From an optimization exercise on the open Yosys and OpenROAD flow, aimed at small area; shortcuts taken in it are not production practice.
The RTL was checked by simulation tests, not by an equivalence proof against the original design.
Power and IR drop assume default switching activity.

File: run.sh
#!/bin/bash
# synth_recipe.tcl (not shown) runs the flow's synth.tcl, then flattens the netlist and writes it again
# the make line also repeats each setting of config.mk as NAME=value (left out here)
make -C /OpenROAD-flow-scripts/flow DESIGN_CONFIG=/design/flow/config.mk WORK_HOME=/design/flow/orfs CLKGATE_MAP_FILE= SYNTH_SCRIPT=/design/flow/synth_recipe.tcl finish
File: config.mk
export PLATFORM = sky130hd
export DESIGN_NAME = vga_top
export DESIGN_NICKNAME = vga_top
export VERILOG_FILES = /design/flow/design.v
export SDC_FILE = /design/flow/constraint.sdc
export NUM_CORES = 4
export LEC_CHECK = 0
export CAP_MARGIN = 20
export CORE_MARGIN = 2
export CORE_UTILIZATION = 40
export PLACE_DENSITY = 0.6
export SLEW_MARGIN = 20
File: constraint.sdc
create_clock -name core_clock -period 12.0 [get_ports {ClkPort}]
set_input_delay 2.4000 -clock core_clock [delete_from_list [all_inputs] [get_ports {ClkPort}]]
set_output_delay 2.4000 -clock core_clock [all_outputs]
set_load 0.01 [all_outputs]
File: design.v
`timescale 1ns / 1ps
module display_controller(
	input clk,  
	input rst,
	output hSync, vSync,
	output reg bright,
	output reg [9:0] hCount,
	output reg [9:0] vCount
	);
	wire hEnd = (hCount == 10'd799);
	wire vEnd = (vCount == 10'd524);
	always @(posedge clk, posedge rst)
		if (rst) begin
			hCount <= 0;
			vCount <= 0;
		end else begin
			hCount <= hEnd ? 10'd0 : hCount + 10'd1;
			if (hEnd)
				vCount <= vEnd ? 10'd0 : vCount + 10'd1;
		end
	assign hSync = (hCount >= 10'd96);
	assign vSync = (vCount >= 10'd2);
	always @(posedge clk, posedge rst)
		if (rst)
			bright <= 0;
		else
			bright <= (hCount > 10'd143) && (hCount < 10'd784) && (vCount > 10'd34) && (vCount < 10'd516);
endmodule
`timescale 1ns / 1ps
module game_control(
	input clk,
	input en,  
	input bright,
	input rst,
	input up, input left, input right, input down,
	input [9:0] hCount, vCount,
	output reg [11:0] rgb,
	output reg [3:0] lives
	);
	localparam [11:0] BLACK  = 12'b0000_0000_0000;
	localparam [11:0] WHITE  = 12'b1111_1111_1111;
	localparam [11:0] RED    = 12'b1111_0000_0000;
	localparam [11:0] GREEN  = 12'b0000_1111_0000;
	localparam [11:0] GREY   = 12'b0101_0101_0101;
	localparam [11:0] YELLOW = 12'b1111_1111_0000;
	localparam [11:0] CYAN   = 12'b0000_1111_1111;
	localparam [11:0] BLUE   = 12'b0000_0000_1111;
	reg reg_down, move;
	reg [8:0] px, bx, by;
	reg ydir;
	reg [1:0] xdir, xspd;
	reg [9:0] ew, er, eb;  
	wire [9:0] P = {px, 1'b0};
	wire [9:0] X = {bx, 1'b0};
	wire [9:0] Y = {by, 1'b0};
	wire any_brick = |{ew, er, eb};
	wire live = |lives;
	wire scr = (hCount >= 10'd148) && (hCount <= 10'd776) && (vCount >= 10'd40);
	wire [10:0] tpx = {1'b0, hCount} + 11'd50 - {1'b0, P};
	wire paddle = (vCount >= 10'd465) && (vCount <= 10'd475) && (tpx <= 11'd100);
	wire [10:0] tx = {1'b0, hCount} + 11'd10 - {1'b0, X};
	wire [10:0] ty = {1'b0, vCount} + 11'd9 - {1'b0, Y};
	reg ball_shape;
	always @(*) begin
		if (ty >= 11'd7 && ty <= 11'd11)      ball_shape = (tx <= 11'd20);
		else if (ty >= 11'd5 && ty <= 11'd13) ball_shape = (tx >= 11'd2) && (tx <= 11'd18);
		else if (ty >= 11'd3 && ty <= 11'd15) ball_shape = (tx >= 11'd4) && (tx <= 11'd16);
		else if (ty >= 11'd2 && ty <= 11'd16) ball_shape = (tx >= 11'd6) && (tx <= 11'd14);
		else if (ty >= 11'd1 && ty <= 11'd17) ball_shape = (tx >= 11'd8) && (tx <= 11'd12);
		else if (ty <= 11'd18)                ball_shape = (tx >= 11'd9) && (tx <= 11'd11);
		else                                  ball_shape = 1'b0;
	end
	wire ball = ball_shape && ((ty <= 11'd9) || (Y >= 10'd10) || (ty[3:0] - 4'd9 <= Y[3:0]));
	reg [9:0] hcol;
	integer i;
	always @(*)
		for (i = 0; i < 10; i = i + 1)
			hcol[i] = (hCount >= 148 + 63*i) && (hCount <= 209 + 63*i);
	wire row_w = (vCount >= 10'd40) && (vCount <= 10'd90);
	wire row_r = (vCount >= 10'd91) && (vCount <= 10'd141);
	wire row_b = (vCount >= 10'd142) && (vCount <= 10'd192);
	wire pix_w = row_w && |(hcol & ew);
	wire pix_r = row_r && |(hcol & er);
	wire pix_b = row_b && |(hcol & eb);
	always @(*) begin
		if (~bright)
			rgb = BLACK;
		else if (~reg_down)
			rgb = scr ? YELLOW : BLACK;
		else if (~live)
			rgb = (scr && any_brick) ? RED : BLACK;
		else if (paddle && any_brick)
			rgb = GREY;
		else if (pix_w)
			rgb = WHITE;
		else if (pix_r)
			rgb = RED;
		else if (pix_b)
			rgb = BLUE;
		else if (ball && any_brick)
			rgb = CYAN;
		else if (~any_brick && scr)
			rgb = GREEN;
		else
			rgb = BLACK;
	end
	function in_rng(input [9:0] v, input integer lo, input integer hi);
		in_rng = (v >= lo) && (v <= hi);
	endfunction
	reg [9:0] xb_b, xt_b, xb_r, xt_r, xb_w, xs_r, xs_l;
	always @(*)
		for (i = 0; i < 10; i = i + 1) begin
			xb_b[i] = in_rng(X, 158 + 63*i + (i == 5 ? -2 : 0), 200 + 63*i + (i == 9 ? 1 : 0));
			xt_b[i] = in_rng(X, 158 + 63*i, 200 + 63*i + (i == 9 ? -1 : 0));
			xb_r[i] = in_rng(X, 158 + 63*i, 200 + 63*i + (i == 9 ? 1 : 0));
			xt_r[i] = xb_r[i];
			xb_w[i] = xb_r[i];
			xs_r[i] = in_rng(X, 215 + 63*i, 219 + 63*i);  
			xs_l[i] = in_rng(X, 138 + 63*i, 142 + 63*i);  
		end
	wire y_bb = in_rng(Y, 4, 196);    
	wire y_bt = in_rng(Y, 138, 142);  
	wire y_bs = in_rng(Y, 146, 196);  
	wire y_rb = in_rng(Y, 4, 145);    
	wire y_rt = (Y <= 10'd88);        
	wire y_rs = in_rng(Y, 95, 145);   
	wire y_wb = in_rng(Y, 4, 94);     
	wire y_ws = in_rng(Y, 44, 94);    
	wire y_top = in_rng(Y, 4, 45);    
	wire hb_b = y_bb && |(xb_b & eb);
	wire b1 = ydir && !hb_b;
	wire tb_on = y_bt && !b1;
	wire ht_b = tb_on && |(xt_b & eb);
	wire b2 = b1 || ht_b;
	wire hb_r = y_rb && |(xb_r & er);
	wire b3 = b2 && !hb_r;
	wire tr_on = y_rt && !b3;
	wire ht_r = tr_on && |(xt_r & er);
	wire b4 = b3 || ht_r;
	wire hb_w = y_wb && |(xb_w & ew);
	wire b5 = b4 && !hb_w;
	wire [9:0] sr = xs_r & (y_bs ? eb : y_rs ? er : y_ws ? ew : 10'd0);
	wire [9:0] sl = xs_l & (y_bs ? eb : y_rs ? er : y_ws ? ew : 10'd0);
	wire [9:0] ew_n = ew & ~((y_wb ? xb_w : 10'd0) | (y_ws ? (xs_r | xs_l) : 10'd0));
	wire [9:0] er_n = er & ~((y_rb ? xb_r : 10'd0) | (tr_on ? xt_r : 10'd0) | (y_rs ? (xs_r | xs_l) : 10'd0));
	wire [9:0] eb_n = eb & ~((y_bb ? xb_b : 10'd0) | (tb_on ? xt_b : 10'd0) | (y_bs ? (xs_r | xs_l) : 10'd0));
	wire [10:0] tp = {1'b0, X} + 11'd50 - {1'b0, P};
	wire bar = (Y == 10'd462) && !ydir;
	wire bar_hit = bar && (tp <= 11'd100);
	wire moving = move && (Y <= 10'd475);
	wire lost = !moving && (Y >= 10'd471);
	wire restart = !moving && (Y >= 10'd472);
	always @(posedge clk, posedge rst)
		if (rst) begin
			reg_down <= 0;
			move <= 0;
		end else if (en && down)
			reg_down <= 1;
		else if (en && up && reg_down)
			move <= 1;
	always @(posedge clk, posedge rst)
		if (rst) begin
			lives <= 4'd3;
			ew <= 10'h3ff;
			er <= 10'h3ff;
			eb <= 10'h3ff;
			px <= 9'd225;
			bx <= 9'd225;
			by <= 9'd228;
			ydir <= 1;
			xdir <= 2;
			xspd <= 0;
		end else if (en && reg_down) begin
			ew <= ew_n;
			er <= er_n;
			eb <= eb_n;
			if (bar) begin
				if (tp == 11'd50)
					xspd <= 0;
				else if (tp <= 11'd23)
					xspd <= 2;
				else if (tp <= 11'd48)
					xspd <= 1;
				else if (tp >= 11'd52 && tp <= 11'd76)
					xspd <= 1;
				else if (tp >= 11'd77 && tp <= 11'd100)
					xspd <= 2;
			end
			if (restart)
				xdir <= 2;
			else if (X <= 10'd152 && xdir == 0)
				xdir <= 1;
			else if (X >= 10'd772 && xdir == 1)
				xdir <= 0;
			else if (|sl)
				xdir <= 0;
			else if (|sr)
				xdir <= 1;
			else if (bar) begin
				if (tp == 11'd50)
					xdir <= 2;
				else if (tp <= 11'd48)
					xdir <= 0;
				else if (tp >= 11'd52 && tp <= 11'd100)
					xdir <= 1;
			end
			if (bar_hit)
				ydir <= 1;
			else if (y_top && b5)
				ydir <= 0;
			else if (restart)
				ydir <= 1;
			else
				ydir <= b5;
			if (moving) begin
				by <= b5 ? by - 9'd1 : by + 9'd1;
				if (xdir == 0) begin
					if (xspd == 2) begin
						if (X >= 10'd152) bx <= bx - 9'd2;
					end else if (xspd == 1) begin
						if (X >= 10'd150) bx <= bx - 9'd1;
					end
				end else if (xdir == 1) begin
					if (xspd == 2) begin
						if (X <= 10'd772) bx <= bx + 9'd2;
					end else if (xspd == 1) begin
						if (X <= 10'd774) bx <= bx + 9'd1;
					end
				end
			end else if (lost) begin
				lives <= lives - 4'd1;
				if (restart) begin
					bx <= 9'd225;
					by <= 9'd228;
				end
			end
			if (right)
				px <= (P >= 10'd730) ? 9'd365 : px + 9'd2;
			else if (left)
				px <= (P <= 10'd200) ? 9'd100 : px - 9'd2;
			else if (restart)
				px <= 9'd225;
		end
endmodule
module display_lives(
	input [3:0] displayNumber,
	output [3:0] anode,
	output reg [6:0] ssdOut
	);
	assign anode = 4'b1110;
	always @(*)
		case (displayNumber)
		4'd0: ssdOut = 7'b0000001;
		4'd1: ssdOut = 7'b1001111;
		4'd2: ssdOut = 7'b0010010;
		default: ssdOut = 7'b0000110;
		endcase
endmodule
`timescale 1ns / 1ps
module vga_top(
	input ClkPort,
	input BtnC,
	input BtnU,
	input BtnD,
	input BtnR,
	input BtnL,
	input MoveTick,  
	output hSync, vSync,
	output [3:0] vgaR, vgaG, vgaB,
	output An0, An1, An2, An3, An4, An5, An6, An7,
	output Ca, Cb, Cc, Cd, Ce, Cf, Cg, Dp,
	output MemOE, MemWR, RamCS, QuadSpiFlashCS
	);
	wire bright;
	wire [9:0] hc, vc;
	wire [3:0] lives;
	wire [6:0] ssdOut;
	wire [3:0] anode;
	wire [11:0] rgb;
	display_controller dc(.clk(ClkPort), .rst(BtnC), .hSync(hSync), .vSync(vSync), .bright(bright), .hCount(hc), .vCount(vc));
	game_control sc(.clk(ClkPort), .en(MoveTick), .bright(bright), .rst(BtnC), .up(BtnU), .down(BtnD), .left(BtnL), .right(BtnR), .hCount(hc), .vCount(vc), .rgb(rgb), .lives(lives));
	display_lives cnt(.displayNumber(lives), .anode(anode), .ssdOut(ssdOut));
	assign vgaR = rgb[11 : 8];
	assign vgaG = rgb[7  : 4];
	assign vgaB = rgb[3  : 0];
	assign {MemOE, MemWR, RamCS, QuadSpiFlashCS} = 4'b1111;
	assign {An7, An6, An5, An4, An3, An2, An1, An0} = {4'b1111, anode};
	assign {Ca, Cb, Cc, Cd, Ce, Cf, Cg} = ssdOut[6 : 0];
	assign Dp = 1'b1;  
endmodule
==> notes.md <==
-- layer usage --
metal  global-route usage (%)  vias to the layer above  routed length [microns]
met3                     3.81                       73                     2810
met2                     40.6                      496                    16200
met5                        0                        -                        0
li1                         -                     5055                        -
met4                     8.55                        0                     1030
met1                     36.0                     5180                    16500
-- layout make-up --
type	instances	share of cell area, %
clock buffer	9	1.96
clock inverter	7	0.587
inverter	92	3.02
multi-input combinational	1140	67.9
sequential	89	19.9
tap	341	3.71
timing repair buffer	37	2.98
-- logic make-up after synthesis --
group,after synthesis
buf+inv,177
xor+xnor,55
simple gates,491
flops,89
fa+ha+maj,115
mux,13
other cells,2
compound gates,452
-- synthesized netlist by cell type, types with 8 or more instances --
cell,instances
a32oi_1,8
xnor2_1,30
nand4_1,21
buf_4,24
or2_2,9
dfstp_2,46
a31oi_1,22
and2_1,14
o21a_1,21
a21oi_1,102
clkbuf_1,35
nand2_1,125
o31ai_1,8
nor3_1,40
o21ai_0,89
a211oi_1,8
o21ai_1,9
o211ai_1,15
ha_1,110
inv_1,91
dfrtp_1,43
buf_2,16
nor4_1,19
a22oi_1,16
nand2b_1,21
a21boi_0,18
nand3_1,38
a221o_1,8
a21o_1,12
and3_1,10
or3_1,12
nor2b_1,24
nor2_1,113
xor2_1,24
o22ai_1,15
a221oi_1,10
-- power by group --
part	switching [W]	leakage (nW)	internal [W]
Sequential	0.000118	1.03	0.000366
Combinational	0.00102	3.48	0.000657
Clock	0.000155	0.142	0.000147
-- flip-flops by register name, summed over array words and instances (netlist names) --
register	cells
dc.bright	1
dc.hCount	10
dc.vCount	10
sc.bx	9
sc.by	9
sc.eb	10
sc.er	10
sc.ew	10
sc.lives	4
sc.move	1
sc.px	9
sc.reg_down	1
sc.xdir	2
sc.xspd	2
sc.ydir	1
-- worst reg2reg max path: stages, from the launching register on --
cell and delay [ns]:
dfrtp_1 0.48, inv_1 0.28, ha_1 0.59, or4b_4 0.59, o22ai_1 0.55, a221oi_1 0.18
nand4_1 0.17, nor4_1 0.07, o21a_2 0.24, a21oi_4 0.41, ha_1 0.37, a21o_1 0.19
a21oi_1 0.21, nor2b_1 0.08, o21a_1 0.18, o21ai_0 0.22, nand2b_1 0.09, a21oi_1 0.21
nor3_1 0.07, a221o_1 0.28
-- metrics by stage --
stage	setup slack, ns	power, W	hold WS (ns)
after floorplan	5.63	0.00176	0.435
after global placement	4.88	0.00211	0.462
after detailed placement	4.76	0.00213	0.467
after CTS	4.36	0.00244	0.482
after global routing	3.85	0.00269	0.488
final	4.31	0.00246	0.473
-- worst paths after layout --
kind | startpoint | end | slack, ns | cells past startpoint
max | sc.by[0] | vgaG[1] | 4.31 | 20
min | sc.lives[3] | sc.lives[3] | 0.47 | 1
max reg2reg | sc.bx[1] | sc.by[8] | 6.43 | 19
min reg2reg | sc.lives[3] | sc.lives[3] | 0.47 | 1
max in group asynchronous | BtnC | sc.move | 8.46 | 3
min in group asynchronous | BtnC | sc.px[8] | 2.39 | 2
==> qor.yml <==
sta:
  hold_violations: 0
  worst_slew_pin_slew_ns: 1.10
  fin_tns_setup_ns: 0
  post-route-period-util_pct: 64.1
  fmax_mhz: 130
  period_minus_slack_ns: 7.69
  finalSetupViolCount: 0
  slew_headroom_pct: 25.3
  slew_violations: 0
  rsz0062_at_grt: "no"
  finClkSkew_ns: 0.0150
synth:
  synth.top_cell.area_share_pct: 12.6
  synth_cell_types: 110
  synth-simple-area-share_pct: 22.9
  ys_async_sr_fraction_pct: 100
  syn_avg_cell_area_sq_um: 7.81
  ys_warn_count: 3
  synth_ff_type: "dfstp_2"
  muxShareOfSynthArea_pct: 1.31
  synth_area_leader_cell: "ha_1"
  netlist_instances: 1394
  synth-compound-area-share_pct: 29.0
  synth_edf_count: 0
  synthesis.area_sq_um: 10900
  synth.area.top_cells: "ha_1 (13%), dfstp_2 (11%), dfrtp_1 (9.9%)"
  synth_xor_area_share_pct: 4.50
  synthAdderAreaFrac_pct: 13.6
  synth-seq-cells: 89
  synth_top_family_by_area: "compound AO/OA/AOI/OAI gates"
  ys_seq_area_share_pct: 21.0
clocking:
  cts_setup_buffers: 0
  cts_resized: 0
  clk_latency_ns: 0.37
  numCtsBuffers: 9
  clock-sinks: 89
  path_clk_slew_ns: 0.08
  ctsHoldBuffers: 0
  cts_buffer_depth: 2
  htreeDepth: 3
  cts-root-buf: "clkbuf_16"
  cts_tree: "done"
power_and_ir_drop:
  p_leak_nw: 4.65
  ir_drop_mv: 0.109
  powerDensity_nw_per_um2: 214
setup_path:
  cp.arrival_ns: 5.29
  setup.worst_path.start_class: "register"
  cp_cell_sequence: "ha_1 > inv_1 > ha_1 > inv_1 > fa_1 > xor2_1 > and2_1 > nor2b_1 > nor2_1 > ha_1 > nand4_1 > nand2_1 > nor4b_1 > nand2_1 > o211ai_1 > nor4b_1 > a311oi_1 > o31ai_1 > o21ba_1 > clkdlybuf4s50_1"
  path_buf_inv: 3
  cp_common_cell: "ha_1"
  cpMaxStageDelayCell: "dfrtp_1"
  worstPathRequired_ns: 9.60
  end_kind: "output pin"
  max_stage_delay_ns: 0.62
  cp_top_family: "simple AND/OR/NAND/NOR gates"
  critPathKind: "register to output pin"
  crit_path_max_fanout: 10
placed_design:
  dpl_cell_area_sq_um: 11200
  dp_hpwl_mm: 27.8
  port_buffers: 26
  dp.cells: 1699
  globalplace.congestion: 0.984
routing:
  totalWireLength_mm: 36.5
  drtAntennaViolNets: 0
  wl_per_cell_microns: 21.3
  drt_iter0_markers: 973
  num_vias: 10804
  dr.pass1.iters: 6
  viasPerCell: 6.30
  route.detailed.drc: 0
cells_and_area:
  register_area_sq_um: 2280
  area_growth_pct: 5.76
  layout_commonest_cell: "nand2_1"
  multi_input_area_sq_um: 7810
  fin_util_pct: 42.9
  final_cell_mix: "nand2_1 (125), nor2_1 (113), ha_1 (110), a21oi_1 (102), inv_1 (90)"
  fillerInstances: 2722
  diodes: 0
  final_layout_size_suffix_gt1_share_pct: 8.88
  finalNetCount: 1491
  final_cells: 1715
  final_area_sq_um: 11500
grt:
  grt_pass1_vias: 10280
  grt_pass1_wl_mm: 58.0
  grt-ovfl-total: 0
  antenna_found_initial: 0
  grt_start_max_net_pins: 59
  grt.total_usage_pct: 25.7
floorplanning:
  num_io_pins: 41
  die_w_microns: 169
  num_rows: 60
  die_area_sq_um: 28500
  dieHeight_microns: 169
  core_region_area_sq_um: 26800
  initial_core_util_pct: 40.6
status:
  run_status: "timing/DRC/antenna clean"
worst_hold_path:
  hold_class: "register to register"
job:
  drv_cap: 0

## what the ideal ports hide
In the flow no input, the clock included, has a driving cell. The finished layout below was timed again as built, in two steps. Step 1: set_driving_cell puts a clkbuf_16 on ClkPort and a buf_2 on each other input, an assumption about the parent block. Step 2, shift: input delay + t, output delay - t, t = (earliest + latest rising clock arrival at the registers) / 2. This alone moves slack from input paths to output paths. Three values: ideal, step 1, step 2; two values: the first two.
shift t [ns]: 0.411
setup slack, ns: 4.309 / 4.260 / 4.671
worst hold slack (ns): 0.473 / 0.473 / 0.473
latest minus earliest clock arrival (ns): 0.016 / 0.016
worst data-port slew with drivers (ns): 0.05
After both steps this run still meets setup and hold. The setup slack of this run moves by -0.049 ns with the drivers and by +0.362 ns with both steps.
